This design comes from an exercise in tuning for small area, a short achievable clock period and few clock cycles on the open sky130 flow, not from production work.
Power figures rest on the tool's default switching activity, not on a simulated workload.

==> flow/design.v <==
module copyEngine  #(
    parameter DATA_WIDTH       = 64,
    parameter ADDR_WIDTH       = 32,
    parameter LEN              = 16,
    parameter FULL_WORD_SIZE   = DATA_WIDTH / 8
) (
    input                             rstn,
    input                             clk,
    input                             src_dw_sel_i, 
    input                             dst_dw_sel_i, 
    input                             copy_i,
    input                             set_i,
    input        [7:0]                setVal_i,
    input                             flush_i,
    input        [LEN-1:0]            len_i,
    input        [ADDR_WIDTH-1:0]     src_i,
    input        [ADDR_WIDTH-1:0]     dst_i,
    output logic                      done_o,
    output logic                      mem_re_r,
    output logic [ADDR_WIDTH-1:0]     mem_rad_r,
    input                             mem_rreq_rdy,
    input        [DATA_WIDTH-1:0]     mem_rdat,
    input                             mem_rdat_rdy,
    output logic [FULL_WORD_SIZE-1:0] mem_bwe_r,
    output logic [ADDR_WIDTH-1:0]     mem_wad_r,
    output logic [DATA_WIDTH-1:0]     mem_wdat_r,
    input                             mem_wreq_rdy,
    output logic                      flush_r,
    output logic [ADDR_WIDTH-1:0]     cmd_adr_r,
    input                             cmd_rdy
);
    localparam int K  = 4;                
    localparam int PW = $clog2(K);
    logic              idle_r;            
    logic              busy_r;            
    logic              copy_r;            
    logic              sdw_r, ddw_r;      
    logic [1:0]        os_r, od_r;        
    logic [1:0]        wo_r;              
    logic [1:0]        dl_r;              
    logic              pgt_r;             
    logic [1:0]        t_r;               
    logic              prime_r;
    logic              dneg_r;            
    logic              wbusy_r;           
    logic [LEN-1:0]    wcnt_r;            
    logic [29:0]       sadr_r;            
    logic [29:0]       dadr_r;            
    logic              wv_r;              
    logic [7:0]        bwe_r;
    logic [7:0]        wd_r [6];          
    logic [23:0]       prev_r;            
    logic [K-1:0]      resv_r;            
    logic [PW:0]       wp_r, rp_r;        
    logic [31:0]       fifo_r [K];
    wire       raccept = mem_re_r & mem_rreq_rdy;
    wire       wbig    = wcnt_r[LEN-1:5] != 0;                         
    wire [3:0] wn      = ({1'b0, wcnt_r[4:0]} + {4'b0, wo_r} + 6'd3) >> 2;
    wire [3:0] pw      = wn + {3'b0, prime_r & pgt_r} - {3'b0, dneg_r};
    wire [2:0] nresv   = {2'b0, resv_r[0]} + {2'b0, resv_r[1]} + {2'b0, resv_r[2]} + {2'b0, resv_r[3]};
    wire       rrem    = copy_r & wbusy_r & (wbig | (pw > {1'b0, nresv}));
    wire       rmore   = copy_r & wbusy_r & (wbig | (pw > {1'b0, nresv} + 4'd1));
    wire       fne     = (wp_r != rp_r);
    wire       rdone   = ~rrem & ~resv_r[0];
    wire       pneed   = copy_r & prime_r & pgt_r;
    wire       pr_base = wbusy_r & ~pneed;
    wire       dok_reg = ~copy_r | fne | rdone;
    wire       hv      = fne | mem_rdat_rdy;
    wire       produce = pr_base & (~wv_r | mem_wreq_rdy) & (dok_reg | mem_rdat_rdy);
    wire       ppop    = pneed & hv;
    wire       pop     = ppop | (produce & copy_r & hv);
    wire       fpush   = mem_rdat_rdy & (fne | ~pop);
    wire       fpop    = pop & fne;
    wire [1:0] lo   = wo_r;
    wire [2:0] wsum = {1'b0, wcnt_r[1:0]} + {1'b0, lo};
    wire       last = (wcnt_r[LEN-1:3] == 0) & ({1'b0, wcnt_r[2:0]} + {2'b0, lo} <= 4'd4);
    wire [1:0] hi   = last ? (wsum[1:0] - 2'd1) : 2'd3;
    wire [LEN-1:0] wcnt_n = {wsum[2] ? wcnt_r[LEN-1:2] : wcnt_r[LEN-1:2] - 1'b1, wsum[1:0]};
    logic [3:0] mask;
    always_comb
        for (int i = 0; i < 4; i++) mask[i] = (i >= lo) && (i <= hi);
    wire [7:0] bwe_n = ddw_r ? {mask[3], mask[3], mask[2], mask[2], mask[1], mask[1], mask[0], mask[0]}
                             : {4'b0, mask};
    wire [31:0] rdin = sdw_r ? {mem_rdat[55:48], mem_rdat[39:32], mem_rdat[23:16], mem_rdat[7:0]}
                             : mem_rdat[31:0];
    wire [55:0] cf = {fifo_r[rp_r[PW-1:0]], prev_r};
    wire [55:0] cr = {rdin, prev_r};
    wire [31:0] alf = cf[8*t_r +: 32];
    wire [31:0] alr = cr[8*t_r +: 32];
    wire [31:0] al  = fne ? alf : alr;
    wire [31:0] head = fne ? fifo_r[rp_r[PW-1:0]] : rdin;
    wire [1:0] os_i = src_dw_sel_i ? src_i[2:1] : src_i[1:0];
    wire [1:0] od_i = dst_dw_sel_i ? dst_i[2:1] : dst_i[1:0];
    wire [2:0] ls_i = {1'b0, os_i} + {1'b0, len_i[1:0]};
    wire [2:0] ld_i = {1'b0, od_i} + {1'b0, len_i[1:0]};
    wire [1:0] cs_i = (ls_i == 0) ? 2'd0 : (ls_i <= 4) ? 2'd1 : 2'd2;
    wire [1:0] cd_i = (ld_i == 0) ? 2'd0 : (ld_i <= 4) ? 2'd1 : 2'd2;
    always_ff @(posedge clk or negedge rstn) begin
        if (~rstn) begin
            idle_r   <= 1'b1;
            busy_r   <= 1'b0;
            copy_r   <= 1'b0;
            mem_re_r <= 1'b0;
            flush_r  <= 1'b0;
            wbusy_r  <= 1'b0;
            wv_r     <= 1'b0;
            bwe_r    <= 8'd0;
            resv_r   <= '0;
            wp_r     <= '0;
            rp_r     <= '0;
        end
        else begin
            if (idle_r) begin
                idle_r   <= ~(copy_i | set_i | flush_i);
                busy_r   <= copy_i | set_i | flush_i;
                copy_r   <= copy_i;
                mem_re_r <= copy_i;
                wbusy_r  <= copy_i | set_i;
                flush_r  <= flush_i;
            end
            else begin
                if (flush_r & cmd_rdy) begin
                    flush_r <= 1'b0;
                    idle_r  <= 1'b1;
                    busy_r  <= 1'b0;
                end
                if (wv_r & mem_wreq_rdy & ~wbusy_r) begin
                    idle_r <= 1'b1;
                    busy_r <= 1'b0;
                end
                if (raccept)
                    mem_re_r <= rmore & (pop ? ~resv_r[K-1] : ~resv_r[K-2]);
                else
                    mem_re_r <= rrem & (pop | ~resv_r[K-1]);
                if (produce & last)
                    wbusy_r <= 1'b0;
            end
            if (produce) begin
                bwe_r <= bwe_n;
                wv_r  <= 1'b1;
            end
            else if (mem_wreq_rdy) begin
                bwe_r <= 8'd0;
                wv_r  <= 1'b0;
            end
            if (raccept & ~pop)
                resv_r <= {resv_r[K-2:0], 1'b1};
            else if (~raccept & pop)
                resv_r <= {1'b0, resv_r[K-1:1]};
            if (fpush) wp_r <= wp_r + 1'b1;
            if (fpop)  rp_r <= rp_r + 1'b1;
        end
    end
    always_ff @(posedge clk) begin
        t_r   <= os_r - od_r - 2'd1;
        if (idle_r) begin
            sdw_r    <= src_dw_sel_i;
            ddw_r    <= dst_dw_sel_i;
            os_r     <= os_i;
            od_r     <= od_i;
            pgt_r    <= os_i > od_i;
            dneg_r   <= ({1'b0, cs_i} - {1'b0, os_i > od_i} - {1'b0, cd_i}) == 3'b111;
            wo_r     <= od_i;
            dl_r     <= dst_i[1:0];
            prime_r  <= 1'b1;
            wcnt_r   <= len_i;
            sadr_r   <= src_dw_sel_i ? {1'b0, src_i[31:3]} : src_i[31:2];
            dadr_r   <= (dst_dw_sel_i & ~flush_i) ? {1'b0, dst_i[31:3]} : dst_i[31:2];
            wd_r[0]  <= setVal_i;
            wd_r[1]  <= dst_dw_sel_i ? 8'd0 : setVal_i;
            wd_r[2]  <= setVal_i;
            wd_r[3]  <= dst_dw_sel_i ? 8'd0 : setVal_i;
            wd_r[4]  <= setVal_i;
            wd_r[5]  <= setVal_i;
        end
        else begin
            if (raccept) begin
                sadr_r   <= sadr_r + 1'b1;
            end
            if (ppop)
                prime_r <= 1'b0;
            if (produce) begin
                wo_r     <= 2'd0;
                prime_r  <= 1'b0;
                wcnt_r   <= wcnt_n;
            end
            if (wv_r & mem_wreq_rdy)
                dadr_r <= dadr_r + 1'b1;
            if (produce & copy_r) begin
                wd_r[0] <= al[7:0];
                wd_r[1] <= ddw_r ? 8'd0 : al[15:8];
                wd_r[2] <= ddw_r ? al[15:8] : al[23:16];
                wd_r[3] <= ddw_r ? 8'd0 : al[31:24];
                wd_r[4] <= al[23:16];
                wd_r[5] <= al[31:24];
            end
        end
        if (pop)
            prev_r <= head[31:8];
        if (fpush)
            fifo_r[wp_r[PW-1:0]] <= rdin;
    end
    assign done_o     = ~busy_r;
    assign mem_rad_r  = {2'b0, sadr_r};
    assign mem_wad_r  = {2'b0, dadr_r};
    assign cmd_adr_r  = {dadr_r, dl_r[1:0]};
    assign mem_bwe_r  = bwe_r;
    assign mem_wdat_r = {8'd0, wd_r[5], 8'd0, wd_r[4], wd_r[3], wd_r[2], wd_r[1], wd_r[0]};
endmodule
Settings: LEC_CHECK=0, CAP_MARGIN=20, CORE_MARGIN=2, CORE_UTILIZATION=40, SLEW_MARGIN=20; clock period 10.0 ns.
standard.sh (not shown) runs the stock make flow with config.mk's settings and CLKGATE_MAP_FILE= SYNTH_SCRIPT=/design/flow/synth_recipe.tcl, a recipe that flattens the netlist after the stock synthesis.
==> flow/flow/run.sh <==
#!/bin/bash
bash standard.sh "BUFFER_PORTS_ARGS=-buffer_cell sky130_fd_sc_hd__buf_1" SETUP_SLACK_MARGIN=7 TNS_END_PERCENT=10 finish > standard.log 2>&1
Edit:
==> flow/flow/run.sh (replaced) <==
#!/bin/bash
bash standard.sh "BUFFER_PORTS_ARGS=-buffer_cell sky130_fd_sc_hd__buf_1" SETUP_SLACK_MARGIN=7 TNS_END_PERCENT=10 "CTS_ARGS=-sink_clustering_enable -repair_clock_nets -dont_use_dummy_load" finish > standard.log 2>&1
- CORE_UTILIZATION: 40 -> 65
After rerunning: Core utilization rises by 29 points; power falls by 7.7%; wire length falls by 6.6%; worst setup slack is worse by 140 ps; final area falls by 1.8%; flip-flop and latch count does not change; via count rises by 4.3%.
No run of this note included a check of the RTL's function; only the layout flow was run.

## afterwards: timing with drivers on the ports
The results above use ideal ports. As a check the final layouts listed here were re-extracted and re-timed, cells and wires unchanged.
Step 1 (the two cells are an assumption about what drives the block):
set clk [get_ports {clk}]
set_driving_cell -lib_cell sky130_fd_sc_hd__clkbuf_16 $clk
set_driving_cell -lib_cell sky130_fd_sc_hd__buf_2 [delete_from_list [all_inputs] $clk]
Step 2 adds t to the input delays and takes it off the output delays; t is the mean of the earliest and latest rising clock arrival at the registers after step 1. Input paths then give back, and output paths get back, about the clock's delay inside the block.
a / b / c = no drivers / after step 1 / after step 2; a / b = the first two.
run	t (ns)	setup slack, ns	worst setup path after step 2
the first run	0.593	5.906 / 5.907 / 5.315	input to register
the second run	0.549	5.764 / 5.768 / 5.219	input to register
After both steps setup and hold are still met in every run listed. For the first run, which loses most, drivers alone change the setup slack by +0.001 ns; drivers and shift together by -0.591 ns.
